What follows belongs to an exercise in optimizing a design on an open flow for small area and a short achievable clock period; a production flow would make more cautious choices. The RTL was checked by simulation tests, not by an equivalence proof against the original design.

===== design/flow/flow/invfold.py =====
#!/usr/bin/env python3
"""Remove inverters around sky130 full adders by flipping adder polarity.

A full adder is self-dual: inverting its three inputs inverts both outputs.
When flipping an adder lets more inverters go than it needs, the adder is
flipped. usage: invfold.py IN.v OUT.v
"""
import re, sys, collections

src = open(sys.argv[1]).read()
cell_re = re.compile(r'^\s*(sky130_fd_sc_hd__\w+)\s+(\S+)\s*\((.*?)\);\n', re.S | re.M)
pin_re = re.compile(r'\.(\w+)\(([^()]*)\)')
OUTS = {'X', 'Y', 'Q', 'Q_N', 'SUM', 'COUT', 'HI', 'LO'}

cells = collections.OrderedDict()
first = None
last = None
for m in cell_re.finditer(src):
    if first is None:
        first = m.start()
    last = m.end()
    cells[m.group(2)] = {'type': m.group(1),
                         'pins': collections.OrderedDict((p, n.strip()) for p, n in pin_re.findall(m.group(3)))}
head = src[:first]
# drop attribute lines just before the first cell
head = re.sub(r'(\s*\(\*[^\n]*\*\)\s*)+$', '\n', head)
tail = src[last:]
tail = tail[tail.index('endmodule'):]
body_between = src[first:last]
assert 'assign' not in body_between

ports = set()
for m in re.finditer(r'^\s*(input|output)\s+(?:\[[^\]]*\]\s*)?(\S+);', head, re.M):
    ports.add(m.group(2))
def is_port(n):
    return n.split('[')[0].strip() in ports or n.startswith("1'") 

drv = {}
loads = collections.defaultdict(set)
def index(name):
    c = cells[name]
    for p, n in c['pins'].items():
        if p in OUTS:
            drv[n] = (name, p)
        else:
            loads[n].add((name, p))
def unindex(name):
    c = cells[name]
    for p, n in c['pins'].items():
        if p in OUTS:
            if drv.get(n) == (name, p):
                del drv[n]
        else:
            loads[n].discard((name, p))
for name in cells:
    index(name)

def is_inv(name):
    return cells[name]['type'].startswith('sky130_fd_sc_hd__inv_')

newid = [0]
def fresh_net():
    newid[0] += 1
    return '_ifold_n%d_' % newid[0]
def fresh_cell():
    newid[0] += 1
    return '_ifold_c%d_' % newid[0]
new_wires = []

def inv_of(n):
    """an existing inverter whose input is n, or None"""
    for (c, p) in loads[n]:
        if is_inv(c) and p == 'A':
            return c
    return None

def plan(fa):
    """gain of flipping adder fa"""
    c = cells[fa]
    gain = 0
    freed = collections.Counter()
    need = set()
    for p in ('A', 'B', 'CIN'):
        n = c['pins'][p]
        d = drv.get(n)
        if d and is_inv(d[0]):
            freed[d[0]] += 1
        elif inv_of(n) is None:
            need.add(n)
    for j, k in freed.items():
        # inverter j goes if all its loads are pins of this adder
        if len(loads[cells[j]['pins']['Y']]) == k and not is_port(cells[j]['pins']['Y']):
            gain += 1
    gain -= len(need)
    for p in ('SUM', 'COUT'):
        o = c['pins'][p]
        invs = [cc for (cc, pp) in loads[o] if is_inv(cc) and pp == 'A']
        others = [x for x in loads[o] if not (is_inv(x[0]) and x[1] == 'A')]
        if is_port(o):
            others.append(('port', ''))
        gain += len(invs)
        if others:
            gain -= 1
        if sum(1 for j in invs if is_port(cells[j]['pins']['Y'])) > 1:
            return -99
    return gain

def add_inv(a, y):
    name = fresh_cell()
    cells[name] = {'type': 'sky130_fd_sc_hd__inv_1', 'pins': collections.OrderedDict([('A', a), ('Y', y)])}
    index(name)
    return name

def rename_loads(old, new):
    for (cc, pp) in list(loads[old]):
        unindex(cc)
        cells[cc]['pins'][pp] = new
        index(cc)

def remove_cell(name):
    unindex(name)
    del cells[name]

def flip(fa):
    c = cells[fa]
    # inputs
    for p in ('A', 'B', 'CIN'):
        n = c['pins'][p]
        d = drv.get(n)
        if d and is_inv(d[0]):
            z = cells[d[0]]['pins']['A']
        else:
            j = inv_of(n)
            if j is None:
                z = fresh_net(); new_wires.append(z)
                add_inv(n, z)
            else:
                z = cells[j]['pins']['Y']
        unindex(fa); c['pins'][p] = z; index(fa)
        if d and is_inv(d[0]) and not loads[n] and not is_port(n):
            remove_cell(d[0])
    # outputs
    for p in ('SUM', 'COUT'):
        o = c['pins'][p]
        invs = [cc for (cc, pp) in loads[o] if is_inv(cc) and pp == 'A']
        invs.sort(key=lambda j: not is_port(cells[j]['pins']['Y']))
        if invs:
            w = cells[invs[0]]['pins']['Y']
            for j in invs:
                wj = cells[j]['pins']['Y']
                remove_cell(j)
                if wj != w:
                    rename_loads(wj, w)
            target = w
        else:
            target = fresh_net(); new_wires.append(target)
        unindex(fa); c['pins'][p] = target; index(fa)
        if loads[o] or is_port(o):
            add_inv(target, o)

changed = True
total = 0
while changed:
    changed = False
    for fa in list(cells):
        if fa in cells and cells[fa]['type'].startswith('sky130_fd_sc_hd__fa_'):
            g = plan(fa)
            if g > 0:
                flip(fa)
                total += g
                changed = True

out = [head.rstrip('\n') + '\n']
for w in new_wires:
    out.append('  wire %s;\n' % w)
for name, c in cells.items():
    pins = ',\n'.join('    .%s(%s)' % (p, n if not n.startswith('\\') else n + ' ') for p, n in c['pins'].items())
    nm = name if not name.startswith('\\') else name
    out.append('  %s %s (\n%s\n  );\n' % (c['type'], nm, pins))
out.append(tail)
open(sys.argv[2], 'w').write(''.join(out))
ninv = sum(1 for c in cells.values() if c['type'].startswith('sky130_fd_sc_hd__inv_'))
print('invfold: removed %d inverters net, %d inverters left' % (total, ninv), file=sys.stderr)

===== design/flow/constraint.sdc =====
create_clock -name core_clock -period 18.0 [get_ports {clk}]
set_input_delay 3.6000 -clock core_clock [delete_from_list [all_inputs] [get_ports {clk}]]
set_output_delay 3.6000 -clock core_clock [all_outputs]
set_load 0.01 [all_outputs]

===== design/flow/flow/run.sh =====
#!/bin/bash
# Standard synthesis, then inverters around full adders folded into the adders'
# polarity (flow/invfold.py), then the standard layout from floorplan on.
set -euo pipefail
export SETUP_SLACK_MARGIN=11.5
here=$(pwd)
bash standard.sh synth > "$here/synth.log" 2>&1
R=orfs/results/${FLOW_PLATFORM}/conv_bn_act/base
cp "$R/1_2_yosys.v" "$here/1_2_yosys.std.v"
python3 flow/invfold.py "$here/1_2_yosys.std.v" "$R/1_2_yosys.v" > "$here/invfold.log" 2>&1
rm -f "$R/1_synth.odb" "$R/1_synth.sdc"
bash standard.sh > "$here/layout.log" 2>&1

===== design/flow/standard.sh =====
#!/bin/bash
# synth_recipe.tcl (not shown) runs the flow's synth.tcl, then flattens the netlist and writes it again
# the make line also repeats each setting of config.mk as NAME=value (left out here)
make -C /OpenROAD-flow-scripts/flow DESIGN_CONFIG=/design/flow/config.mk WORK_HOME=/design/flow/orfs CLKGATE_MAP_FILE= SYNTH_SCRIPT=/design/flow/synth_recipe.tcl "${@:-finish}"

===== design/flow/config.mk =====
export PLATFORM = sky130hd
export DESIGN_NAME = conv_bn_act
export DESIGN_NICKNAME = conv_bn_act
export VERILOG_FILES = /design/flow/design.v
export SDC_FILE = /design/flow/constraint.sdc
export NUM_CORES = 4
export LEC_CHECK = 0
export CAP_MARGIN = 20
export CORE_MARGIN = 2
export CORE_UTILIZATION = 40
export SLEW_MARGIN = 20

===== design/flow/design.v =====
module vector_alu (
    input  logic        clk,
    input  logic        rst_n,
    input  logic [15:0] in_data,
    input  logic        in_valid,
    output logic        in_ready,
    output logic [15:0] y,
    output logic        y_valid,
    input  logic        enable_bn
);
    localparam logic [1:0] IDLE = 2'd0, LOAD_PARAMS = 2'd1, PROCESS = 2'd2, FINISH = 2'd3;
    logic [1:0]  current_state, next_state;
    logic [3:0]  load_count;
    logic        params_loaded;
    logic [15:0] bn_gamma, bn_beta, w4;
    logic [31:0] bn_g;      
    logic [31:0] bn_m;      
    logic        loading, take;
    logic        processing_valid;
    assign loading  = (current_state == LOAD_PARAMS);
    assign take     = (current_state == PROCESS) && in_valid;
    assign in_ready = (current_state != FINISH);
    always_comb begin
        next_state = current_state;
        case (current_state)
            IDLE:        if (in_valid) next_state = LOAD_PARAMS;
            LOAD_PARAMS: if (params_loaded) next_state = PROCESS;
            PROCESS:     if (!in_valid) next_state = FINISH;
            default: begin
                if (in_valid) next_state = PROCESS;
                else if (!y_valid) next_state = IDLE;
            end
        endcase
    end
    logic cnt3, take_w0, take_w4, op_g, op_m;
    assign cnt3    = loading && (load_count == 4'd3);
    assign take_w0 = loading && in_valid && (load_count == 4'd4);
    assign take_w4 = loading && in_valid && (load_count == 4'd8);
    always_ff @(posedge clk or negedge rst_n) begin
        if (!rst_n) begin
            current_state    <= IDLE;
            load_count       <= '0;
            params_loaded    <= 1'b0;
            w4               <= '0;
            processing_valid <= 1'b0;
            y_valid          <= 1'b0;
            op_g             <= 1'b0;
            op_m             <= 1'b0;
        end else begin
            current_state <= next_state;
            if (loading && in_valid && load_count != 4'd9)
                load_count <= load_count + 4'd1;
            if (take_w4)
                w4 <= in_data;
            if (load_count[3])
                params_loaded <= 1'b1;
            if (next_state == IDLE) begin
                load_count    <= '0;
                params_loaded <= 1'b0;
            end
            processing_valid <= take;
            y_valid          <= processing_valid;
            op_g             <= cnt3 || take_w4;
            op_m             <= take_w0;
        end
    end
    always_ff @(posedge clk) begin
        if (loading && in_valid) begin
            if (load_count == 4'd2) bn_gamma   <= in_data;
            if (load_count == 4'd3) bn_beta    <= in_data;
        end
    end
    logic [16:0] x_q;
    logic [31:0] bb_q, mt, prod, p_q;
    logic        bn_q, bn2_q;
    always_ff @(posedge clk) begin
        if (cnt3)         x_q <= {w4[15], w4};
        else if (take_w0) x_q <= {1'b0, bn_m[15:0]};
        else              x_q <= {in_data[15], in_data};
        if (cnt3 || take_w0 || take_w4) bb_q <= {16'd0, bn_gamma};
        else if (enable_bn)             bb_q <= op_g ? prod : bn_g;
        else                            bb_q <= {{16{w4[15]}}, w4};
        bn_q <= take && enable_bn;
    end
    assign mt   = bn_q ? bn_m : 32'd0;
    assign prod = x_q[15:0] * bb_q - (x_q[16] ? {bb_q[15:0], 16'd0} : 32'd0) - mt;
    always_ff @(posedge clk) begin
        if (op_g) bn_g <= prod;
        if (op_m) bn_m <= prod;
        else if (loading && in_valid && load_count == 4'd0) bn_m <= {16'd0, in_data};
        p_q   <= prod;
        bn2_q <= bn_q;
    end
    logic [15:0] lo;
    logic        bn_sat, conv_ovf;
    assign lo       = {1'b0, p_q[22:8]} + {1'b0, bn_beta[14:0]};
    assign bn_sat   = (|p_q[31:23]) | bn_beta[15] | lo[15];
    assign conv_ovf = ~((&p_q[31:15]) | ~(|p_q[31:15]));
    always_comb begin
        if (bn2_q)
            y = bn_sat ? 16'h7fff : {1'b0, lo[14:0]};
        else if (conv_ovf)
            y = p_q[31] ? 16'h8000 : 16'h7fff;
        else
            y = p_q[15:0];
    end
endmodule
module activation_unit (
    input  logic        clk,
    input  logic        rst_n,
    input  logic [15:0] in_data,
    input  logic        in_valid,
    output logic [15:0] out_data,
    output logic        out_valid,
    input  logic        use_relu
);
    logic signed [15:0] y;
    assign y = $signed(in_data);
    logic n, mid, hi;
    assign n   = y[15];
    assign mid = (y >= -16'sd767) && (y <= 16'sd768);
    assign hi  = (y >= 16'sd769) && (y <= 16'sd31999);
    logic [9:0]  a;
    logic [20:0] sq, s;
    assign a = y[9:0];
    always_comb begin
        sq = '0;
        for (int i = 0; i < 10; i++) begin
            sq = sq + ({20'd0, a[i]} << (2 * i));
            for (int j = 0; j < 10; j++)
                if (j > i) sq = sq + ({20'd0, a[i] & a[j]} << (i + j + 1));
        end
    end
    assign s = sq + ({11'd0, a} << 9) + ({11'd0, a} << 8)
             - (n ? ({11'd0, a} << 11) : 21'd0) + {1'b0, n, 19'd0};
    logic [16:0] d1, d2;
    logic [15:0] q_hi;
    assign d1   = {1'b0, in_data} - 17'd10923;
    assign d2   = {1'b0, in_data} - 17'd21846;
    assign q_hi = !d2[16] ? d2[15:0] : !d1[16] ? d1[15:0] : in_data;
    logic [11:0] w_q;
    logic [15:0] v_q;
    logic        msel_q, n_q;
    always_ff @(posedge clk) begin
        w_q    <= s[20:9];
        n_q    <= n;
        msel_q <= !use_relu && mid;
        v_q    <= use_relu ? (n ? 16'd0 : in_data) : (hi ? q_hi : 16'd0);
    end
    always_ff @(posedge clk or negedge rst_n) begin
        if (!rst_n) out_valid <= 1'b0;
        else        out_valid <= in_valid;
    end
    logic [1:0] t [5][13];   
    logic [1:0] r [13];      
    logic [9:0] d3;
    function automatic logic [1:0] add3(input logic [1:0] p, input logic [1:0] q);
        add3[0] = (~p[1] & ~p[0] & q[0]) | (p[0] & ~q[1] & ~q[0]) | (p[1] & q[1]);
        add3[1] = (~p[1] & ~p[0] & q[1]) | (p[1] & ~q[1] & ~q[0]) | (p[0] & q[0]);
    endfunction
    always_comb begin
        for (int i = 0; i < 13; i++)
            t[0][i] = (i == 12) ? 2'd0 : (i % 2) ? {w_q[i], 1'b0} : {1'b0, w_q[i]};
        for (int l = 1; l < 5; l++)
            for (int i = 0; i < 13; i++)
                t[l][i] = (i + (1 << (l - 1)) < 13) ? add3(t[l-1][i], t[l-1][(i + (1 << (l - 1))) % 13]) : t[l-1][i];
        for (int i = 0; i < 13; i++)
            r[i] = (i % 2) ? {t[4][i][0], t[4][i][1]} : t[4][i];
        for (int i = 0; i < 10; i++)
            d3[i] = r[i+1][1] | (r[i+1][0] & w_q[i]);
    end
    assign out_data = msel_q ? {n_q ? 6'h0a : 6'h00, n_q ? 2'b10 : d3[9:8], d3[7:0]} : v_q;
endmodule
module conv_bn_act #(
    parameter DATA_WIDTH = 16
)(
    input  logic                  clk,
    input  logic                  rst_n,
    input  logic [DATA_WIDTH-1:0] in_data,
    input  logic                  in_valid,
    output logic                  in_ready,
    output logic [DATA_WIDTH-1:0] out_data,
    output logic                  out_valid,
    input  logic                  enable_bn,
    input  logic                  use_relu          
);
    logic [15:0] valu_y;
    logic        valu_y_valid;
    vector_alu valu_inst (
        .clk      (clk),
        .rst_n    (rst_n),
        .in_data  (in_data),
        .in_valid (in_valid),
        .in_ready (in_ready),
        .y        (valu_y),
        .y_valid  (valu_y_valid),
        .enable_bn(enable_bn)
    );
    activation_unit act_inst (
        .clk      (clk),
        .rst_n    (rst_n),
        .in_data  (valu_y),
        .in_valid (valu_y_valid),
        .out_data (out_data),
        .out_valid(out_valid),
        .use_relu (use_relu)
    );
endmodule

==> impl_metrics.json, run 1 <==
{
  "fmax_mhz": 153,
  "grt_max_degree": 37,
  "cp-start-kind": "register",
  "maxSlewHeadroom": 0.296,
  "start_util": 0.403,
  "path_max_fanout": 5,
  "drive_gt1_frac": 0.153,
  "path_clk_slew_ns": 0.06,
  "fp-row-count": 92,
  "place_hpwl_um": 52600,
  "fin_nets": 3224,
  "grt_first_pass_wirelength_um": 113000,
  "core-area_um2": 62900,
  "crit_arrival_ns": 2.93,
  "fin_util": 0.460,
  "synthesis.nets": 3154,
  "antenna_found_initial": 3,
  "ant_nets": 0,
  "syn_inst": 2553,
  "cts_root_buffer": "clkbuf_16",
  "cts_tree": "done",
  "clk_latency_ns": 0.56,
  "fin_crit_ns": 6.53,
  "period_share": 0.363,
  "grtUsageTotal": 0.219,
  "wire_per_inst_um": 20.9,
  "slew_viol_final": 0,
  "area.growth.synth_to_final_pct": 14.2,
  "avgSynthCellArea_um2": 9.92,
  "antenna_cells": 0,
  "final-hold-violation-count": 0,
  "drtIter0Drc": 1082,
  "maxCapViolCount": 0,
  "gp_congestion": 0.855,
  "drc_errors": 0,
  "cts.path.max_buffers": 3,
  "yosys_warnings": 4,
  "grt-ovfl-total": 0,
  "h-tree-depth": 1,
  "port_buffers": 38,
  "drt_pass1_iterations": 5,
  "via_per_inst": 5.44,
  "hp-class": "register to register",
  "cts_buffers": 26,
  "setup_viol": 0,
  "status": "complete, no violations",
  "die_y_um": 256,
  "cts.sinks": 237,
  "critPathKind": "register to output pin",
  "netlist_area_um2": 25300,
  "worstMarginPinSlew_ns": 1.06,
  "rsz0062_at_grt": "yes",
  "cp.required_ns": 14.40,
  "end_kind": "output pin",
  "vias": 18979,
  "wl_um": 72800,
  "finalClockSkew_ns": 0.0346,
  "setup_tns_ns": 0,
  "io_pins": 39,
  "first_global_vias": 20132,
  "die_w_um": 256,
  "die_area_um2": 65300
}
[per-stage QoR]
stage / cell area, um2 / cells / worst slack (ns) / hold slack (ns)
final: 28900 / 3489 / 11.47 / 0.359
after global routing: 28900 / 3489 / 11.34 / 0.367
after CTS: 27900 / 3418 / 11.42 / 0.363
after detailed placement: 26400 / 3336 / 10.57 / 0.356
after global placement: 26400 / 3336 / 10.68 / 0.337
after floorplan: 25300 / 2553 / 11.55 / 0.331
[registers in the layout, summed over array words and instances (netlist names), 16 cells and up]
| register | flops |
|---|---|
| valu_inst.bn_beta | 16 |
| valu_inst.bn_g | 32 |
| valu_inst.x_q | 17 |
| valu_inst.p_q | 32 |
| act_inst.v_q | 16 |
| valu_inst.bn_m | 32 |
| valu_inst.bb_q | 32 |
| valu_inst.bn_gamma | 16 |
| valu_inst.w4 | 16 |
[worst paths after layout]
check,from,endpoint,slack (ns),depth (start not counted)
worst max-delay path,act_inst.w_q[8],out_data[1],11.47,13
worst min-delay path,valu_inst.processing_valid,valu_inst.y_valid,0.36,0
worst max register to register,valu_inst.bb_q[7],valu_inst.bb_q[31],11.54,23
worst min register to register,valu_inst.processing_valid,valu_inst.y_valid,0.36,0
max in group asynchronous,rst_n,valu_inst.op_g,14.17,2
min in group asynchronous,rst_n,valu_inst.w4[10],3.48,2
[metal layers]
metal  vias to the layer above  global-route usage  share of wire
met5                         -                   0              0
met4                         0              0.0684          0.032
met3                       142              0.0272          0.054
met2                       564               0.385           0.50
met1                      9762               0.280           0.41
li1                       8511                   -              -
[timing repair]
item,in CTS,in global routing
buffers inserted,34,71
hold buffers,0,0
pin swaps,11,33
resized for setup,128,97
setup endpoints to repair,67,37
[critical path: stages, from the launching register on]
cell and delay [ns]:
dfxtp_4 0.37, inv_1 0.09, ha_2 0.22, a22o_1 0.27, a21oi_4 0.15, nand2_2 0.08
o22a_1 0.23, o21ai_2 0.09, buf_4 0.14, nor2_1 0.03, a221oi_1 0.28, a311oi_2 0.12
a21oi_1 0.15, buf_2 0.15
[final cells by class]
class | instances | area, um2
clock inverter | 14 | 144
multi-input combinational | 1982 | 19000
inverter | 215 | 837
clock buffer | 34 | 712
tap | 846 | 1060
fill | 5934 | 33900
timing repair buffer | 161 | 1500
sequential | 237 | 5660
[layout by cell type, fill, tap and decap left out, types with 8 or more instances in the layout]
cell type,n
buf_12,10
nand4_1,10
dfxtp_1,106
o21a_1,22
inv_1,201
clkdlybuf4s50_1,33
a31oi_1,16
o21ai_0,47
a21oi_4,9
mux2_2,63
buf_6,13
mux2i_1,44
nor3_1,25
nand2b_1,8
o21ba_2,16
nand2_1,453
o22ai_1,11
clkbuf_16,27
a21oi_2,20
edfxtp_1,64
ha_1,153
a211oi_1,12
dfxtp_4,33
xor2_1,15
nor2b_1,16
ha_2,13
o21ai_1,15
a21oi_1,86
a21o_1,32
nor2_1,131
dfrtp_1,28
a22o_1,10
buf_4,94
and2_1,118
nand3_1,16
xnor2_1,69
fa_1,407
==> run 2: changes to the inputs <==
--- a/design/flow/design.v
+++ b/design/flow/design.v
@@ -70,20 +70,42 @@
             if (load_count == 4'd3) bn_beta    <= in_data;
         end
     end
-    logic [16:0] x_q;
+    logic [16:0] xs;
+    logic [18:0] xe;
+    logic [8:0]  b_one, b_two, b_neg;
     logic [31:0] bb_q, mt, prod, p_q;
     logic        bn_q, bn2_q;
-    always_ff @(posedge clk) begin
-        if (cnt3)         x_q <= {w4[15], w4};
-        else if (take_w0) x_q <= {1'b0, bn_m[15:0]};
-        else              x_q <= {in_data[15], in_data};
+    always_comb begin
+        if (cnt3)         xs = {w4[15], w4};
+        else if (take_w0) xs = {1'b0, bn_m[15:0]};
+        else              xs = {in_data[15], in_data};
+    end
+    assign xe = {xs[16], xs, 1'b0};
+    always_ff @(posedge clk) begin
+        for (int j = 0; j < 9; j++) begin
+            b_one[j] <= xe[2*j+1] ^ xe[2*j];
+            b_two[j] <= (xe[2*j+2] & ~xe[2*j+1] & ~xe[2*j]) | (~xe[2*j+2] & xe[2*j+1] & xe[2*j]);
+            b_neg[j] <= xe[2*j+2];
+        end
         if (cnt3 || take_w0 || take_w4) bb_q <= {16'd0, bn_gamma};
         else if (enable_bn)             bb_q <= op_g ? prod : bn_g;
         else                            bb_q <= {{16{w4[15]}}, w4};
         bn_q <= take && enable_bn;
     end
+    logic [31:0] rows [9];
+    logic [31:0] negs;
+    always_comb begin
+        negs = '0;
+        for (int j = 0; j < 9; j++) begin
+            rows[j] = '0;
+            for (int k = 2 * j; k < 32; k++)
+                rows[j][k] = ((b_one[j] & bb_q[k-2*j]) | (b_two[j] & ((k > 2 * j) ? bb_q[(k-2*j+31)%32] : 1'b0))) ^ b_neg[j];
+            negs[2*j] = b_neg[j];
+        end
+    end
     assign mt   = bn_q ? bn_m : 32'd0;
-    assign prod = x_q[15:0] * bb_q - (x_q[16] ? {bb_q[15:0], 16'd0} : 32'd0) - mt;
+    assign prod = rows[0] + rows[1] + rows[2] + rows[3] + rows[4] + rows[5] + rows[6]
+                + rows[7] + rows[8] + negs - mt;
     always_ff @(posedge clk) begin
         if (op_g) bn_g <= prod;
         if (op_m) bn_m <= prod;
==> run 2 against run 1 <==
Net effect:
- global-route usage grew 0.72 points
- still clean
- non-clock buffer count shrank 35
- via count shrank 4.8%
- clock skew shrank 0.0048 ns
- wire length shrank 4.7%
- cell count shrank 9.5%
==> impl_metrics.json, run 2 <==
{
  "netlist_area_um2": 23300,
  "fill_cells": 5404,
  "multi_input_area_um2": 17000,
  "grt-ovfl-total": 0,
  "hp-class": "register to register",
  "first_global_vias": 18708,
  "worstMarginPinSlew_ns": 1.05,
  "start_util": 0.404,
  "setup_tns_ns": 0,
  "area.growth.synth_to_final_pct": 14.0,
  "final-hold-violation-count": 0,
  "h-tree-depth": 1,
  "clk_latency_ns": 0.59,
  "layout_commonest_cell": "fa_1",
  "maxCapViolCount": 0,
  "cts.path.max_buffers": 3,
  "core-area_um2": 57700,
  "die_y_um": 245,
  "syn_inst": 2377,
  "die_area_um2": 60300,
  "fmax_mhz": 153,
  "wl_um": 69400,
  "grt_max_degree": 37,
  "vias": 18063,
  "fin_nets": 2794,
  "rsz0062_at_grt": "yes",
  "startpoint": "act_inst.w_q[4]",
  "seqCellArea_um2": 5860,
  "r2r_slack_ns": 11.59,
  "yosys_warnings": 5,
  "cp.required_ns": 14.40,
  "period_share": 0.363,
  "ctsHoldBuffers": 0,
  "grtUsageTotal": 0.226,
  "synthesis.nets": 2802,
  "avgSynthCellArea_um2": 9.81,
  "slew_viol_final": 0,
  "maxSlewHeadroom": 0.303,
  "drc_errors": 0,
  "cp-start-kind": "register",
  "cts_root_buffer": "clkbuf_16",
  "timing.rr.start": "valu_inst.bn_beta[1]",
  "gp_congestion": 0.892,
  "io_pins": 39,
  "die_w_um": 245,
  "fp-row-count": 88,
  "grt_first_pass_wirelength_um": 107000,
  "drt_pass1_iterations": 7,
  "fin_crit_ns": 6.53,
  "wire_per_inst_um": 22.0,
  "antenna_found_initial": 2,
  "drive_gt1_frac": 0.155,
  "cts_buffers": 30,
  "crit_arrival_ns": 2.93,
  "end_kind": "output pin",
  "port_buffers": 38,
  "status": "complete, no violations",
  "drtIter0Drc": 1469,
  "ant_nets": 0,
  "cts_tree": "done",
  "mostFrequentLayoutCells": "fa_1 (227), xnor2_1 (202), a22oi_1 (200)",
  "path_clk_slew_ns": 0.06,
  "finalClockSkew_ns": 0.0298,
  "hp-start": "valu_inst.processing_valid",
  "path_max_fanout": 5,
  "via_per_inst": 5.72,
  "critPathKind": "register to output pin",
  "place_hpwl_um": 50200,
  "cts.sinks": 246,
  "setup_viol": 0
}
==> run 2: cell count changes in the layout (fill, tap and decap cells not counted), sizes merged, moves of 75 or more <==
cell / change
xor2: +75
and2: -83
fa: -180
xnor2: +131
nand2: -280
a22oi: +194
==> run 2: worst paths after layout <==
kind / endpoint / depth (start not counted)
max: out_data[2] / 10
max in group asynchronous: valu_inst.w4[9] / 2
min: valu_inst.y_valid / 0
min in group asynchronous: valu_inst.w4[10] / 2
max reg2reg: act_inst.w_q[11] / 23
min reg2reg: valu_inst.y_valid / 0
==> run 2: metrics by stage <==
step	area, um2	utilization	cells	hold WS (ns)	setup slack, ns
6_report	26600	0.461	3159	0.358	11.47
5_1_grt	26600	0.461	3158	0.367	11.33
4_1_cts	25900	0.448	3118	0.354	11.46
3_5_place_dp	24200	0.420	3037	0.340	10.50
3_3_place_gp	24200	0.420	3037	0.337	10.52
2_1_floorplan	23300	-	2377	0.331	11.44
==> run 2: worst max-delay path, stage by stage, from the launching register on <==
cell and delay (ns):
dfxtp_4 0.34, buf_4 0.15, ha_1 0.28, a22oi_1 0.23
nand2_1 0.15, a21oi_1 0.16, o21ai_0 0.10, a211oi_1 0.25
a21oi_1 0.14, mux2_4 0.29, dlygate4sd2_1 0.28
==> run 2: final cells by class <==
cell class / instances / area share
Inverter: 139 / 0.0215
Clock buffer: 34 / 0.0292
Timing Repair Buffer: 126 / 0.0437
Multi-Input combinational cell: 1826 / 0.639
Antenna cell: 1 / 0.0000941
Tap cell: 765 / 0.0360
Sequential cell: 246 / 0.221
Clock inverter: 22 / 0.0101
==> run 2: layer usage <==
layer	up-vias	GRT usage	wire length (um)
met3	114	0.0314	4040
met2	638	0.385	33400
met4	2	0.0574	1850
li1	8222	-	-
met1	9087	0.301	30100
met5	-	0	10
==> run 2: timing repair <==
action,in CTS,in global routing
pin swaps,14,37
cloned,0,2
setup buffers,25,38
gates resized for setup,137,95
setup endpoints to repair,69,31
==> run 3: changes to the inputs <==
--- a/design/flow/flow/run.sh
+++ b/design/flow/flow/run.sh
@@ -1,6 +1,7 @@
 #!/bin/bash
 # Standard synthesis, then inverters around full adders folded into the adders'
-# polarity (flow/invfold.py), then the standard layout from floorplan on.
+# polarity (flow/invfold.py), then the standard layout from floorplan on, with
+# timing repair aiming at a setup slack of SETUP_SLACK_MARGIN.
 set -euo pipefail
 export SETUP_SLACK_MARGIN=11.5
 here=$(pwd)
==> run 3 against run 2 <==
Net effect:
- fmax did not move
- global-route usage did not move
- non-clock buffer count did not move
- utilization did not move
- sequential share of layout area did not move
- count of clock-buffer cells in the layout did not move
- worst setup slack did not move
- area after synthesis did not move
- die area did not move
==> impl_metrics.json, run 3 <==
{
  "status": "complete, no violations",
  "crit_arrival_ns": 2.93,
  "hold_ws_ns": 0.358,
  "slew_viol_final": 0,
  "port_buffers": 38,
  "via_per_inst": 5.72,
  "first_global_vias": 18708,
  "h-tree-depth": 1,
  "cts_root_buffer": "clkbuf_16",
  "fp-row-count": 88,
  "finalClockSkew_ns": 0.0298,
  "maxSlewHeadroom": 0.303,
  "ctsHoldBuffers": 0,
  "die_area_um2": 60300,
  "path_max_fanout": 5,
  "yosys_warnings": 5,
  "mostFrequentLayoutCells": "fa_1 (227), xnor2_1 (202), a22oi_1 (200)",
  "critPathKind": "register to output pin",
  "cpMaxStageDelayCell": "dfxtp_4",
  "die_y_um": 245,
  "design_area_um2": 26600,
  "cp_cell_sequence": "buf_4, ha_1, a22oi_1, nand2_1, a21oi_1, o21ai_0, a211oi_1, a21oi_1, mux2_4, dlygate4sd2_1",
  "rsz0062_at_grt": "yes",
  "setup_tns_ns": 0,
  "syn_inst": 2377,
  "netlist_area_um2": 23300,
  "fmax_mhz": 153,
  "grt_max_degree": 37,
  "cts.path.max_buffers": 3,
  "wire_per_inst_um": 22.0,
  "core-area_um2": 57700,
  "drt_pass1_iterations": 7,
  "grt-ovfl-total": 0,
  "worstMarginPinSlew_ns": 1.05,
  "setup_slack_ns": 11.47,
  "avgSynthCellArea_um2": 9.81,
  "final-hold-violation-count": 0,
  "cp_common_cell": "a21oi_1",
  "cp-start-kind": "register",
  "synthesis.nets": 2802,
  "end_kind": "output pin",
  "setup_viol": 0,
  "path_clk_slew_ns": 0.06,
  "cts_tree": "done",
  "area.growth.synth_to_final_pct": 14.0,
  "fin_nets": 2794,
  "ant_nets": 0,
  "dpl_worst_slack_ns": 10.50,
  "place_hpwl_um": 50200,
  "hp-class": "register to register",
  "maxCapViolCount": 0,
  "cts.sinks": 246,
  "vias": 18063,
  "layout_commonest_cell": "fa_1",
  "clk_latency_ns": 0.59,
  "drtIter0Drc": 1469,
  "start_util": 0.404,
  "period_share": 0.363,
  "max_stage_delay_ns": 0.34,
  "cts_buffers": 30,
  "grtUsageTotal": 0.226,
  "die_w_um": 245,
  "wl_um": 69400,
  "drive_gt1_frac": 0.155,
  "post-place-cells": 3037,
  "cp.required_ns": 14.40,
  "grt_first_pass_wirelength_um": 107000,
  "fin_crit_ns": 6.53,
  "antenna_found_initial": 2,
  "place_area_um2": 24200,
  "io_pins": 39,
  "final_cells": 3159,
  "gp_congestion": 0.892,
  "drc_errors": 0
}
-- run 3: cell counts in the layout (fill, tap and decap cells not counted) --
Identical to the previous run, type by type.
-- run 3: through the flow --
stage                util
floorplan               -
global placement    0.420
detailed placement  0.420
CTS                 0.448
global route        0.461
finish              0.461
-- run 3: path summary, 6_finish.rpt --
path / startpoint / to / slack (ns) / cells past startpoint
hold reg to reg: valu_inst.processing_valid / valu_inst.y_valid / 0.36 / 0
setup / recovery: act_inst.w_q[4] / out_data[2] / 11.47 / 10
setup reg to reg: valu_inst.bn_beta[1] / act_inst.w_q[11] / 11.59 / 23
max in group asynchronous: rst_n / valu_inst.w4[9] / 14.22 / 2
hold / removal: valu_inst.processing_valid / valu_inst.y_valid / 0.36 / 0
min in group asynchronous: rst_n / valu_inst.w4[10] / 3.43 / 2
-- run 3: timing repair --
item | 4_1_cts | 5_1_grt
setup endpoints to repair | 69 | 31
gates resized for setup | 137 | 95
pin swaps | 14 | 37
buffers inserted | 25 | 38
gates cloned | 0 | 2
-- run 3: layer usage --
metal / global-route usage / vias to the layer above / wire length (um)
met3: 0.0314 / 114 / 4040
met2: 0.385 / 638 / 33400
met1: 0.301 / 9087 / 30100
met4: 0.0574 / 2 / 1850
li1: - / 8222 / -
met5: 0 / - / 10
-- run 3: area by class of cell --
type	count	area, um2
Clock inverter	22	268
Tap cell	765	957
Multi-Input combinational cell	1826	17000
Sequential cell	246	5860
Clock buffer	34	776
Inverter	139	571
Timing Repair Buffer	126	1160
Antenna cell	1	2.50
Fill cell	5404	31100
-- run 3: critical path: cells and delay by family (launching register included) --
kind	cells	cell delay, ns
muxes	1	0.29
DFF	1	0.34
buffers and inverters	2	0.43
and+or+nand+nor	1	0.15
adders and majority gates	1	0.28
AOI/OAI and AO/OA	5	0.88
==> run 4: changes to the inputs <==
--- a/design/flow/design.v
+++ b/design/flow/design.v
@@ -5,6 +5,8 @@
     input  logic        in_valid,
     output logic        in_ready,
     output logic [15:0] y,
+    output logic [9:0]  y_lo,
+    output logic        y_neg,
     output logic        y_valid,
     input  logic        enable_bn
 );
@@ -103,9 +105,11 @@
             negs[2*j] = b_neg[j];
         end
     end
+    logic [31:0] bt;
     assign mt   = bn_q ? bn_m : 32'd0;
+    assign bt   = bn_q ? {8'd0, bn_beta, 8'd0} : 32'd0;
     assign prod = rows[0] + rows[1] + rows[2] + rows[3] + rows[4] + rows[5] + rows[6]
-                + rows[7] + rows[8] + negs - mt;
+                + rows[7] + rows[8] + negs - mt + bt;
     always_ff @(posedge clk) begin
         if (op_g) bn_g <= prod;
         if (op_m) bn_m <= prod;
@@ -113,14 +117,14 @@
         p_q   <= prod;
         bn2_q <= bn_q;
     end
-    logic [15:0] lo;
     logic        bn_sat, conv_ovf;
-    assign lo       = {1'b0, p_q[22:8]} + {1'b0, bn_beta[14:0]};
-    assign bn_sat   = (|p_q[31:23]) | bn_beta[15] | lo[15];
+    assign bn_sat   = (|p_q[31:23]) | (p_q[23:8] < bn_beta);
     assign conv_ovf = ~((&p_q[31:15]) | ~(|p_q[31:15]));
+    assign y_lo  = bn2_q ? p_q[17:8] : p_q[9:0];
+    assign y_neg = !bn2_q && p_q[31];
     always_comb begin
         if (bn2_q)
-            y = bn_sat ? 16'h7fff : {1'b0, lo[14:0]};
+            y = bn_sat ? 16'h7fff : {1'b0, p_q[22:8]};
         else if (conv_ovf)
             y = p_q[31] ? 16'h8000 : 16'h7fff;
         else
@@ -131,6 +135,8 @@
     input  logic        clk,
     input  logic        rst_n,
     input  logic [15:0] in_data,
+    input  logic [9:0]  in_lo,       
+    input  logic        in_neg,      
     input  logic        in_valid,
     output logic [15:0] out_data,
     output logic        out_valid,
@@ -143,8 +149,10 @@
     assign mid = (y >= -16'sd767) && (y <= 16'sd768);
     assign hi  = (y >= 16'sd769) && (y <= 16'sd31999);
     logic [9:0]  a;
+    logic        m;
     logic [20:0] sq, s;
-    assign a = y[9:0];
+    assign a = in_lo;
+    assign m = in_neg;
     always_comb begin
         sq = '0;
         for (int i = 0; i < 10; i++) begin
@@ -154,40 +162,55 @@
         end
     end
     assign s = sq + ({11'd0, a} << 9) + ({11'd0, a} << 8)
-             - (n ? ({11'd0, a} << 11) : 21'd0) + {1'b0, n, 19'd0};
+             - (m ? ({11'd0, a} << 11) : 21'd0) + {1'b0, m, 19'd0};
     logic [16:0] d1, d2;
     logic [15:0] q_hi;
     assign d1   = {1'b0, in_data} - 17'd10923;
     assign d2   = {1'b0, in_data} - 17'd21846;
     assign q_hi = !d2[16] ? d2[15:0] : !d1[16] ? d1[15:0] : in_data;
-    logic [11:0] w_q;
-    logic [15:0] v_q;
-    logic        msel_q, n_q;
-    always_ff @(posedge clk) begin
-        w_q    <= s[20:9];
-        n_q    <= n;
-        msel_q <= !use_relu && mid;
-        v_q    <= use_relu ? (n ? 16'd0 : in_data) : (hi ? q_hi : 16'd0);
-    end
-    always_ff @(posedge clk or negedge rst_n) begin
-        if (!rst_n) out_valid <= 1'b0;
-        else        out_valid <= in_valid;
-    end
-    logic [1:0] t [5][13];   
-    logic [1:0] r [13];      
-    logic [9:0] d3;
+    logic [11:0] w;
+    assign w = s[20:9];
     function automatic logic [1:0] add3(input logic [1:0] p, input logic [1:0] q);
         add3[0] = (~p[1] & ~p[0] & q[0]) | (p[0] & ~q[1] & ~q[0]) | (p[1] & q[1]);
         add3[1] = (~p[1] & ~p[0] & q[1]) | (p[1] & ~q[1] & ~q[0]) | (p[0] & q[0]);
     endfunction
+    logic [1:0] t [5][13];   
     always_comb begin
         for (int i = 0; i < 13; i++)
-            t[0][i] = (i == 12) ? 2'd0 : (i % 2) ? {w_q[i], 1'b0} : {1'b0, w_q[i]};
-        for (int l = 1; l < 5; l++)
+            t[0][i] = (i == 12) ? 2'd0 : (i % 2) ? {w[i], 1'b0} : {1'b0, w[i]};
+        for (int l = 1; l < 3; l++)
             for (int i = 0; i < 13; i++)
                 t[l][i] = (i + (1 << (l - 1)) < 13) ? add3(t[l-1][i], t[l-1][(i + (1 << (l - 1))) % 13]) : t[l-1][i];
+    end
+    logic [1:0]  t2_q [11];
+    logic [9:0]  w_q;
+    logic [15:0] v_q;
+    logic        msel_q, n_q;
+    always_ff @(posedge clk) begin
+        for (int i = 0; i < 11; i++)
+            t2_q[i] <= t[2][i+1];
+        w_q    <= w[9:0];
+        n_q    <= m;
+        msel_q <= !use_relu && mid;
+        v_q    <= use_relu ? (n ? 16'd0 : in_data) : (hi ? q_hi : 16'd0);
+    end
+    always_ff @(posedge clk or negedge rst_n) begin
+        if (!rst_n) out_valid <= 1'b0;
+        else        out_valid <= in_valid;
+    end
+    logic [1:0] u [3][13];   
+    logic [1:0] r [13];      
+    logic [9:0] d3;
+    always_comb begin
+        u[0][0]  = 2'd0;     
+        u[0][12] = 2'd0;
+        for (int i = 1; i < 12; i++)
+            u[0][i] = t2_q[i-1];
+        for (int l = 1; l < 3; l++)
+            for (int i = 0; i < 13; i++)
+                u[l][i] = (i + (1 << (l + 1)) < 13) ? add3(u[l-1][i], u[l-1][(i + (1 << (l + 1))) % 13]) : u[l-1][i];
         for (int i = 0; i < 13; i++)
-            r[i] = (i % 2) ? {t[4][i][0], t[4][i][1]} : t[4][i];
+            r[i] = (i % 2) ? {u[2][i][0], u[2][i][1]} : u[2][i];
         for (int i = 0; i < 10; i++)
             d3[i] = r[i+1][1] | (r[i+1][0] & w_q[i]);
     end
@@ -207,6 +230,8 @@
     input  logic                  use_relu          
 );
     logic [15:0] valu_y;
+    logic [9:0]  valu_y_lo;
+    logic        valu_y_neg;
     logic        valu_y_valid;
     vector_alu valu_inst (
         .clk      (clk),
@@ -215,6 +240,8 @@
         .in_valid (in_valid),
         .in_ready (in_ready),
         .y        (valu_y),
+        .y_lo     (valu_y_lo),
+        .y_neg    (valu_y_neg),
         .y_valid  (valu_y_valid),
         .enable_bn(enable_bn)
     );
@@ -222,6 +249,8 @@
         .clk      (clk),
         .rst_n    (rst_n),
         .in_data  (valu_y),
+        .in_lo    (valu_y_lo),
+        .in_neg   (valu_y_neg),
         .in_valid (valu_y_valid),
         .out_data (out_data),
         .out_valid(out_valid),
--- a/design/flow/flow/run.sh
+++ b/design/flow/flow/run.sh
@@ -3,7 +3,7 @@
 # polarity (flow/invfold.py), then the standard layout from floorplan on, with
 # timing repair aiming at a setup slack of SETUP_SLACK_MARGIN.
 set -euo pipefail
-export SETUP_SLACK_MARGIN=11.5
+export SETUP_SLACK_MARGIN=11.8
 here=$(pwd)
 bash standard.sh synth > "$here/synth.log" 2>&1
 R=orfs/results/${FLOW_PLATFORM}/conv_bn_act/base
==> run 4 against run 3 <==
Net effect:
- flip-flop and latch count rose by 19
- still clean
- register-to-register slack improved by 0.42 ns
- worst setup slack improved by 0.46 ns
- non-clock buffer count fell by 22
- global-route usage fell by 0.49 points
- via count rose by 2.2%
- utilization fell by 1.0 points
- clock skew barely moved
- area after synthesis rose by 4.2%
- worst hold slack improved by 0.0040 ns
==> impl_metrics.json, run 4 <==
{
  "path_clk_slew_ns": 0.06,
  "crit_arrival_ns": 2.47,
  "critPathKind": "register to output pin",
  "grtUsageTotal": 0.221,
  "io_pins": 39,
  "finalClockSkew_ns": 0.0302,
  "place_hpwl_um": 52200,
  "yosys_warnings": 7,
  "maxSlewHeadroom": 0.282,
  "place_area_um2": 25200,
  "cts_buffers": 31,
  "gp_congestion": 0.876,
  "hold_ws_ns": 0.362,
  "path_max_fanout": 8,
  "drive_gt1_frac": 0.131,
  "wire_per_inst_um": 21.5,
  "end_kind": "output pin",
  "grt_max_degree": 50,
  "setup_viol": 0,
  "fp-row-count": 90,
  "reg2reg_depth": 21,
  "cts.path.max_buffers": 3,
  "cp.required_ns": 14.40,
  "vias": 18456,
  "setup_tns_ns": 0,
  "area.growth.synth_to_final_pct": 11.7,
  "synthesis.nets": 2898,
  "die_y_um": 250,
  "clk_latency_ns": 0.60,
  "mostFrequentLayoutCells": "fa_1 (242), xnor2_1 (215), nand2_1 (210)",
  "grt_first_pass_wirelength_um": 110000,
  "final-hold-violation-count": 0,
  "netlist_area_um2": 24300,
  "first_global_vias": 19105,
  "hold-path-cell-count": 0,
  "fin_crit_ns": 6.07,
  "via_per_inst": 5.70,
  "antenna_cells": 0,
  "start_util": 0.403,
  "fin_nets": 2868,
  "layout_commonest_cell": "fa_1",
  "fmax_mhz": 165,
  "worstMarginPinSlew_ns": 1.08,
  "ant_nets": 0,
  "drtIter0Drc": 1418,
  "hp-class": "register to register",
  "maxCapViolCount": 0,
  "antenna_found_initial": 2,
  "die_area_um2": 62700,
  "core-area_um2": 60200,
  "grt-ovfl-total": 0,
  "syn_inst": 2464,
  "drc_errors": 0,
  "slew_viol_final": 0,
  "rsz0062_at_grt": "yes",
  "drt_pass1_iterations": 6,
  "cts_root_buffer": "clkbuf_16",
  "status": "complete, no violations",
  "wl_um": 69800,
  "cp-start-kind": "register",
  "cts_tree": "done",
  "cts.sinks": 265,
  "port_buffers": 38,
  "die_w_um": 250,
  "h-tree-depth": 1,
  "avgSynthCellArea_um2": 9.86,
  "period_share": 0.337,
  "design_area_um2": 27100
}
[run 4: layout make-up]
| cell class | count | area (um2) |
|---|---|---|
| Fill cell | 5595 | 33100 |
| Timing Repair Buffer | 104 | 1050 |
| Multi-Input combinational cell | 1864 | 17200 |
| Clock inverter | 18 | 169 |
| Inverter | 168 | 636 |
| Sequential cell | 265 | 6220 |
| Clock buffer | 39 | 857 |
| Tap cell | 782 | 978 |
[run 4: per-stage QoR]
stage	setup WS (ns)	util	instances
5_1_grt	11.74	0.450	3240
3_5_place_dp	10.85	0.418	3141
4_1_cts	11.82	0.441	3220
6_report	11.93	0.450	3240
3_3_place_gp	10.92	0.418	3141
2_1_floorplan	11.81	-	2464
[run 4: worst max-delay path, stage by stage, from the launching register on]
cell             delay [ns]
dfxtp_1                0.38
or4b_2                 0.69
a41oi_1                0.25
clkdlybuf4s50_1        0.57
[run 4: per-layer routing]
layer | vias up | global-route usage | part of all wire
met2 | 642 | 0.383 | 0.49
met3 | 98 | 0.0316 | 0.062
met4 | 0 | 0.0551 | 0.024
met1 | 9266 | 0.290 | 0.43
li1 | 8450 | - | -
met5 | - | 0 | 0
[run 4: final timing paths]
| check | start | slack, ns | to |
|---|---|---|---|
| max | act_inst.t2_q[10][1] | 11.93 | out_data[2] |
| min | valu_inst.processing_valid | 0.36 | valu_inst.y_valid |
| max reg2reg | valu_inst.bn_q | 12.01 | valu_inst.bn_m[30] |
| min reg2reg | valu_inst.processing_valid | 0.36 | valu_inst.y_valid |
| max in group asynchronous | rst_n | 14.21 | valu_inst.op_g |
| min in group asynchronous | rst_n | 3.43 | valu_inst.w4[6] |
[run 4: timing repair]
action / in CTS / in global routing
hold buffers: 0 / 0
endpoints found under the setup margin: 90 / 31
gates resized for setup: 75 / 92
setup buffers: 22 / 16
pin swaps: 7 / 20
gates cloned: 0 / 3
==> run 5: changes to the inputs <==
--- a/design/flow/flow/run.sh
+++ b/design/flow/flow/run.sh
@@ -3,7 +3,7 @@
 # polarity (flow/invfold.py), then the standard layout from floorplan on, with
 # timing repair aiming at a setup slack of SETUP_SLACK_MARGIN.
 set -euo pipefail
-export SETUP_SLACK_MARGIN=11.8
+export SETUP_SLACK_MARGIN=12.3
 here=$(pwd)
 bash standard.sh synth > "$here/synth.log" 2>&1
 R=orfs/results/${FLOW_PLATFORM}/conv_bn_act/base
==> run 5 against run 4 <==
Net effect:
- wire length up 7.3%
- synthesized cell count unchanged
- critical path depth up 17
- largest cell class unchanged
==> impl_metrics.json, run 5 <==
{
  "core-area_um2": 60200,
  "fill_cells": 5354,
  "cts_tree": "done",
  "start_util": 0.403,
  "hold_ws_ns": 0.356,
  "vias": 19342,
  "h-tree-depth": 1,
  "cpMaxStageDelayCell": "fa_1",
  "yosys_warnings": 7,
  "worstReg2RegEnd": "valu_inst.bb_q[31]",
  "fp-row-count": 90,
  "wl_um": 74900,
  "die_w_um": 250,
  "grt_max_degree": 36,
  "status": "complete, no violations",
  "path_max_fanout": 13,
  "syn_inst": 2464,
  "startpoint": "valu_inst.b_two[3]",
  "first_global_vias": 19455,
  "drive_gt1_frac": 0.243,
  "worstMarginPinSlew_ns": 1.07,
  "synthesis.nets": 2898,
  "setup_tns_ns": 0,
  "cts.path.max_buffers": 3,
  "cts.sinks": 265,
  "hold_end": "valu_inst.y_valid",
  "cp_common_cell": "fa_1",
  "cts_root_buffer": "clkbuf_16",
  "max_stage_delay_ns": 0.59,
  "fmax_mhz": 173,
  "maxCapViolCount": 0,
  "crit_arrival_ns": 6.26,
  "place_hpwl_um": 52100,
  "gp_congestion": 0.882,
  "netlist_area_um2": 24300,
  "critPathKind": "register to register",
  "final-hold-violation-count": 0,
  "grt-ovfl-total": 0,
  "cp_cell_sequence": "buf_12, a22oi_2, xor2_1, fa_1, inv_1, fa_1, fa_1, fa_1, fa_1, ha_4, buf_4, nand4_1, nor3_4, nand3_2, o2111ai_4, a41oi_2, xnor2_2, mux2_4, mux2i_1, nor2_1",
  "finalClockSkew_ns": 0.0187,
  "rsz0062_at_grt": "yes",
  "antenna_found_initial": 3,
  "io_pins": 39,
  "dpl_worst_slack_ns": 11.09,
  "hp-class": "register to register",
  "maxSlewHeadroom": 0.285,
  "ant_nets": 0,
  "drc_errors": 0,
  "drt_pass1_iterations": 5,
  "path_clk_slew_ns": 0.07,
  "fin_nets": 2986,
  "port_buffers": 38,
  "end_kind": "register",
  "grtUsageTotal": 0.231,
  "cp-start-kind": "register",
  "wire_per_inst_um": 22.3,
  "clk_latency_ns": 0.59,
  "setup_slack_ns": 12.20,
  "slew_viol_final": 0,
  "antenna_cells": 0,
  "period_share": 0.322,
  "hp-start": "valu_inst.processing_valid",
  "avgSynthCellArea_um2": 9.86,
  "layout_commonest_cell": "fa_1",
  "timing.rr.start": "valu_inst.b_two[3]",
  "fin_crit_ns": 5.80,
  "mostFrequentLayoutCells": "fa_1 (215), nand2_1 (206), xnor2_1 (198)",
  "drtIter0Drc": 1490,
  "area.growth.synth_to_final_pct": 21.9,
  "hold-path-cell-count": 0,
  "r2r_slack_ns": 12.20,
  "via_per_inst": 5.76,
  "die_y_um": 250,
  "cp.required_ns": 18.46,
  "fin_util": 0.492,
  "die_area_um2": 62700,
  "grt_first_pass_wirelength_um": 114000,
  "reg2reg_depth": 20,
  "cts_buffers": 31,
  "setup_viol": 0
}
-- run 5: layout make-up --
cell class,instances,area [um2],share of cell area
Multi-Input combinational cell,1865,18400,0.621
Tap cell,782,978,0.0330
Inverter,168,648,0.0219
Clock inverter,11,104,0.00351
Sequential cell,265,6280,0.212
Clock buffer,46,922,0.0311
Timing Repair Buffer,221,2290,0.0772
-- run 5: repair_timing --
action / 4_1_cts / 5_1_grt
setup buffers: 81 / 70
resized for setup: 259 / 171
hold buffers: 0 / 0
pin swaps: 90 / 128
gates cloned: 8 / 2
endpoints found under the setup margin: 119 / 69
-- run 5: worst max path at each step --
stage,endpoint,slack (ns)
floorplan,act_inst.t2_q[7][1],12.30
global placement,valu_inst.bn_m[25],11.19
detailed placement,valu_inst.bb_q[31],11.09
CTS,valu_inst.bn_m[30],12.18
global route,valu_inst.bb_q[31],12.01
finish,valu_inst.bb_q[31],12.20
-- run 5: per-layer routing --
metal  up-vias  part of all wire  global-route usage  wire [um]
li1       8683                 -                   -          -
met1      9685              0.41               0.302      30800
met2       796              0.48               0.392      35900
met3       176             0.065              0.0299       4860
met4         2             0.044              0.0837       3330
met5         -           0.00019                   0         14
-- run 5: per-stage QoR --
| step | instance area (um2) | cells |
|---|---|---|
| after floorplan | 24600 | 2464 |
| after CTS | 28200 | 3285 |
| after global routing | 29600 | 3358 |
| final | 29600 | 3358 |
| after detailed placement | 25300 | 3139 |
| after global placement | 25300 | 3139 |
-- run 5: worst max-delay path: cells and delay by family, from the launching register on --
kind / cells / cell delay [ns]
buffers and inverters: 3 / 0.34
adder cells (fa/ha/maj): 6 / 2.88
AO/OA/AOI/OAI: 3 / 0.63
multiplexers: 2 / 0.42
XOR/XNOR: 2 / 0.32
AND/OR/NAND/NOR: 4 / 0.71
flip-flops: 1 / 0.37
==> run 6: changes to the inputs <==
--- a/design/flow/flow/run.sh
+++ b/design/flow/flow/run.sh
@@ -3,7 +3,7 @@
 # polarity (flow/invfold.py), then the standard layout from floorplan on, with
 # timing repair aiming at a setup slack of SETUP_SLACK_MARGIN.
 set -euo pipefail
-export SETUP_SLACK_MARGIN=12.3
+export SETUP_SLACK_MARGIN=12.0
 here=$(pwd)
 bash standard.sh synth > "$here/synth.log" 2>&1
 R=orfs/results/${FLOW_PLATFORM}/conv_bn_act/base
==> run 6 against run 5 <==
Net effect:
- worst setup slack worse by 0.13 ns
- register-to-register slack got worse by 0.13 ns
- critical endpoint is now valu_inst.bb_q[20]
- critical path type unchanged
- still clean on timing, DRC and antenna
==> impl_metrics.json, run 6 <==
{
  "rsz0062_at_grt": "yes",
  "wl_um": 71600,
  "die_y_um": 250,
  "syn_inst": 2464,
  "drc_errors": 0,
  "area.growth.synth_to_final_pct": 16.1,
  "avgSynthCellArea_um2": 9.86,
  "fin_crit_ns": 5.93,
  "yosys_warnings": 7,
  "fp-row-count": 90,
  "end_kind": "register",
  "port_buffers": 38,
  "hold-path-cell-count": 0,
  "path_max_fanout": 12,
  "fin_nets": 2919,
  "fmax_mhz": 169,
  "maxCapViolCount": 0,
  "cp_common_cell": "ha_4",
  "start_util": 0.403,
  "cp_cell_sequence": "a22oi_1, xnor2_1, fa_1, inv_1, fa_1, ha_1, ha_4, ha_4, ha_4, fa_2, a21o_1, a211o_1, a2111o_1, nor3b_4, o21ai_0, nand2_1, a21o_1, a21oi_1, xnor2_1, mux2_2, o21ba_2",
  "critPathKind": "register to register",
  "drtIter0Drc": 1336,
  "io_pins": 39,
  "cp.required_ns": 18.47,
  "path_clk_slew_ns": 0.06,
  "synthesis.nets": 2898,
  "post-place-cells": 3140,
  "status": "complete, no violations",
  "r2r_slack_ns": 12.07,
  "reg2reg_depth": 21,
  "max_stage_delay_ns": 0.51,
  "core-area_um2": 60200,
  "period_share": 0.329,
  "final-hold-violation-count": 0,
  "cts_root_buffer": "clkbuf_16",
  "cts.sinks": 265,
  "setup_viol": 0,
  "gp_congestion": 0.868,
  "hold_end": "valu_inst.y_valid",
  "final_cells": 3291,
  "drt_pass1_iterations": 6,
  "netlist_area_um2": 24300,
  "antenna_found_initial": 2,
  "drive_gt1_frac": 0.180,
  "cts_tree": "done",
  "wire_per_inst_um": 21.8,
  "mostFrequentLayoutCells": "fa_1 (230), nand2_1 (210), xnor2_1 (204)",
  "timing.rr.start": "valu_inst.b_one[1]",
  "first_global_vias": 19082,
  "place_hpwl_um": 52000,
  "grt_first_pass_wirelength_um": 111000,
  "ant_nets": 0,
  "grt_max_degree": 36,
  "finalClockSkew_ns": 0.0230,
  "die_area_um2": 62700,
  "cpMaxStageDelayCell": "fa_1",
  "layout_commonest_cell": "fa_1",
  "ctsHoldBuffers": 0,
  "grtUsageTotal": 0.224,
  "grt-ovfl-total": 0,
  "vias": 18767,
  "maxSlewHeadroom": 0.245,
  "clk_latency_ns": 0.59,
  "cp-start-kind": "register",
  "die_w_um": 250,
  "via_per_inst": 5.70,
  "setup_tns_ns": 0,
  "cts_buffers": 31,
  "cts.path.max_buffers": 3,
  "worstMarginPinSlew_ns": 1.13,
  "crit_arrival_ns": 6.40,
  "worstReg2RegEnd": "valu_inst.bb_q[20]",
  "h-tree-depth": 1,
  "hp-start": "valu_inst.processing_valid",
  "hold_ws_ns": 0.360,
  "antenna_cells": 0,
  "slew_viol_final": 0,
  "hp-class": "register to register"
}
run 6: changes by cell type in the layout (fill, tap and decap cells not counted), moves of 11 or more:
cell	delta
fa_1	+15
buf_4	-40
fa_2	-15
dfxtp_4	-11
a22oi_2	-18
buf_6	-12
ha_1	+18
a22oi_1	+18
ha_4	-19
run 6: metrics by stage:
stage	util	setup slack [ns]	instance area, um2
2_1_floorplan	-	12.00	24400
3_3_place_gp	0.419	11.04	25200
3_5_place_dp	0.419	10.92	25200
4_1_cts	0.450	11.97	27100
5_1_grt	0.468	11.93	28200
6_report	0.468	12.07	28200
run 6: worst max-delay path by stage:
stage,start,end,slack (ns)
final,valu_inst.b_one[1],valu_inst.bb_q[20],12.07
after global routing,valu_inst.bn2_q,act_inst.t2_q[2][1],11.93
after CTS,valu_inst.b_one[2],valu_inst.bb_q[31],11.97
after detailed placement,valu_inst.b_neg[1],valu_inst.bn_m[30],10.92
after global placement,valu_inst.b_neg[1],valu_inst.bn_m[30],11.04
after floorplan,valu_inst.bn2_q,act_inst.t2_q[7][1],12.00
run 6: repair_timing:
| item | CTS | global route |
|---|---|---|
| buffers inserted | 42 | 47 |
| setup endpoints to repair | 111 | 44 |
| cloned | 4 | 1 |
| pin swaps | 18 | 100 |
| gates resized for setup | 142 | 131 |
run 6: worst max-delay path, delay by kind of cell, from the launching register on:
| family | cells | cell delay [ns] |
|---|---|---|
| adders and majority gates | 7 | 2.38 |
| AOI/OAI and AO/OA | 8 | 2.12 |
| DFF | 1 | 0.39 |
| and+or+nand+nor | 2 | 0.33 |
| muxes | 1 | 0.29 |
| xor gates and xnor gates | 2 | 0.23 |
| buffers and inverters | 1 | 0.06 |
run 6: area by class of cell:
type | count | area (um2)
fillers | 5479 | 32000
multi-input cells | 1864 | 17800
flip-flops and latches | 265 | 6240
repair buffers | 155 | 1550
well taps | 782 | 978
clock buffers | 46 | 915
inverters | 168 | 647
clock inverters | 11 | 87.6
run 6: layer usage:
layer,part of all wire,vias up,GRT usage
li1,-,8539,-
met4,0.034,0,0.0640
met3,0.060,155,0.0286
met5,0,-,0
met2,0.48,658,0.387
met1,0.42,9415,0.295
==> run 7: changes to the inputs <==
--- a/design/flow/flow/run.sh
+++ b/design/flow/flow/run.sh
@@ -3,7 +3,7 @@
 # polarity (flow/invfold.py), then the standard layout from floorplan on, with
 # timing repair aiming at a setup slack of SETUP_SLACK_MARGIN.
 set -euo pipefail
-export SETUP_SLACK_MARGIN=12.0
+export SETUP_SLACK_MARGIN=11.5
 here=$(pwd)
 bash standard.sh synth > "$here/synth.log" 2>&1
 R=orfs/results/${FLOW_PLATFORM}/conv_bn_act/base
==> run 7 against run 6 <==
Net effect:
- still clean
- fmax decreased by 5.8%
- synthesized cell count unchanged
- critical endpoint is now out_data[0]
- flip-flop and latch count unchanged
- cell area decreased by 5.3%
==> impl_metrics.json, run 7 <==
{
  "synthesis.nets": 2898,
  "antenna_cells": 0,
  "critPathBufInv": 1,
  "crit_cells": 9,
  "yosys_warnings": 7,
  "fin_util": 0.443,
  "via_per_inst": 5.75,
  "mostFrequentLayoutCells": "fa_1 (243), xnor2_1 (218), nand2_1 (211)",
  "cp_common_cell": "a21oi_1",
  "cp-start-kind": "register",
  "hold_ws_ns": 0.355,
  "cts_tree": "done",
  "syn_inst": 2464,
  "ant_nets": 0,
  "core-area_um2": 60200,
  "fp-row-count": 90,
  "endpoint": "out_data[0]",
  "reg2reg_depth": 19,
  "cts.sinks": 265,
  "grt_max_degree": 50,
  "gp_congestion": 0.880,
  "wire_per_inst_um": 21.5,
  "final-hold-violation-count": 0,
  "path_max_fanout": 9,
  "drt_pass1_iterations": 5,
  "cts.path.max_buffers": 3,
  "end_kind": "output pin",
  "netlist_area_um2": 24300,
  "place_hpwl_um": 52300,
  "setup_viol": 0,
  "cp_cell_sequence": "nor2_1, and2_1, a21oi_1, nor2_1, a21oi_1, o21ai_0, a21oi_1, a21oi_1, clkdlybuf4s50_1",
  "avgSynthCellArea_um2": 9.86,
  "area.growth.synth_to_final_pct": 9.90,
  "start_util": 0.403,
  "finalClockSkew_ns": 0.0459,
  "fin_crit_ns": 6.30,
  "maxSlewHeadroom": 0.275,
  "vias": 18525,
  "first_global_vias": 18981,
  "crit_arrival_ns": 2.70,
  "path_clk_slew_ns": 0.06,
  "fmax_mhz": 159,
  "path_delay_family": "compound AO/OA/AOI/OAI gates",
  "drc_errors": 0,
  "antenna_found_initial": 2,
  "grt_first_pass_wirelength_um": 108000,
  "period_share": 0.350,
  "cp.required_ns": 14.40,
  "die_w_um": 250,
  "startpoint": "act_inst.t2_q[8][0]",
  "clk_latency_ns": 0.61,
  "port_buffers": 38,
  "status": "complete, no violations",
  "rsz0062_at_grt": "yes",
  "fin_nets": 2847,
  "hp-class": "register to register",
  "h-tree-depth": 1,
  "r2r_slack_ns": 11.74,
  "grtUsageTotal": 0.219,
  "maxCapViolCount": 0,
  "drive_gt1_frac": 0.106,
  "worstMarginPinSlew_ns": 1.09,
  "setup_tns_ns": 0,
  "worstReg2RegEnd": "valu_inst.bn_m[30]",
  "io_pins": 39,
  "grt-ovfl-total": 0,
  "cts_root_buffer": "clkbuf_16",
  "cpMaxStageDelayCell": "clkdlybuf4s50_1",
  "fill_cells": 5655,
  "max_stage_delay_ns": 0.51,
  "die_y_um": 250,
  "drtIter0Drc": 1549,
  "timing.rr.start": "valu_inst.b_two[2]",
  "layout_commonest_cell": "fa_1",
  "wl_um": 69300,
  "cts_buffers": 31,
  "slew_viol_final": 0,
  "critPathKind": "register to output pin",
  "die_area_um2": 62700
}
==> run 7: metrics by stage <==
stage / setup slack, ns / instance area, um2 / cells
6_report: 11.70 / 26700 / 3220
3_3_place_gp: 10.92 / 25200 / 3141
5_1_grt: 11.48 / 26700 / 3220
4_1_cts: 11.41 / 26400 / 3199
2_1_floorplan: 11.55 / 24300 / 2464
3_5_place_dp: 10.82 / 25200 / 3141
==> run 7: timing repair <==
item | in CTS | in global routing
setup endpoints to repair | 67 | 30
buffers inserted | 0 | 19
hold endpoints to repair | 0 | 0
hold buffers | 0 | 0
resized for setup | 37 | 47
cloned | 0 | 2
pin swaps | 0 | 3
==> run 7: worst min-delay path by stage <==
stage                                     startpoint                 to  slack, ns  cells after the start
after floorplan           valu_inst.processing_valid  valu_inst.y_valid       0.33                      0
after detailed placement  valu_inst.processing_valid  valu_inst.y_valid       0.34                      0
after global placement    valu_inst.processing_valid  valu_inst.y_valid       0.34                      0
after global routing      valu_inst.processing_valid  valu_inst.y_valid       0.37                      0
after CTS                 valu_inst.processing_valid  valu_inst.y_valid       0.36                      0
final                     valu_inst.processing_valid  valu_inst.y_valid       0.35                      0
==> run 7: per-layer routing <==
| layer | vias to the layer above | global-route usage | wire, um |
|---|---|---|---|
| met5 | - | 0 | 0 |
| met4 | 0 | 0.0754 | 2430 |
| met3 | 137 | 0.0356 | 4940 |
| met2 | 694 | 0.371 | 32800 |
| met1 | 9303 | 0.285 | 29100 |
| li1 | 8391 | - | - |
==> run 7: final cells by class <==
class	instances	area [um2]	area share
multi-input combinational	1864	17000	0.637
sequential	265	6170	0.231
tap	782	978	0.0366
clock buffer	40	860	0.0322
timing repair buffer	83	818	0.0306
inverter	168	636	0.0238
clock inverter	18	224	0.00839

## separate check: timing with driven ports
How much do the figures lean on ideal ports? The routed layouts below were timed once more, with nothing changed but the port constraints.
Step 1 (the two cells are an assumption about what drives the block):
set clk [get_ports {clk}]
set_driving_cell -lib_cell sky130_fd_sc_hd__clkbuf_16 $clk
set_driving_cell -lib_cell sky130_fd_sc_hd__buf_2 [delete_from_list [all_inputs] $clk]
Step 2 adds t to the input delays and takes it off the output delays; t is the mean of the earliest and latest rising clock arrival at the registers after step 1. Input paths then give back, and output paths get back, about the clock's delay inside the block.
a / b / c = no drivers / after step 1 / after step 2; a / b = the first two.
| run | t, ns | setup WS [ns] | slew at the worst register clock pin (ns) | pins driven straight from the clock port |
|---|---|---|---|---|
| run 1 | 0.597 | 11.473 / 11.417 / 11.544 | 0.07 / 0.07 | 1 |
| run 2 | 0.629 | 11.473 / 11.414 / 11.291 | 0.07 / 0.07 | 1 |
| run 3 | 0.629 | 11.473 / 11.414 / 11.291 | 0.07 / 0.07 | 1 |
| run 4 | 0.643 | 11.932 / 11.871 / 11.797 | 0.07 / 0.07 | 1 |
| run 5 | 0.645 | 12.205 / 12.205 / 11.866 | 0.07 / 0.07 | 1 |
| run 6 | 0.645 | 12.071 / 12.071 / 11.683 | 0.07 / 0.07 | 1 |
| run 7 | 0.651 | 11.704 / 11.640 / 11.736 | 0.07 / 0.07 | 1 |
After both steps every run listed still meets setup and hold. The setup slack of run 6, which loses most, moves by 0.000 ns with the drivers and by -0.388 ns with both steps.
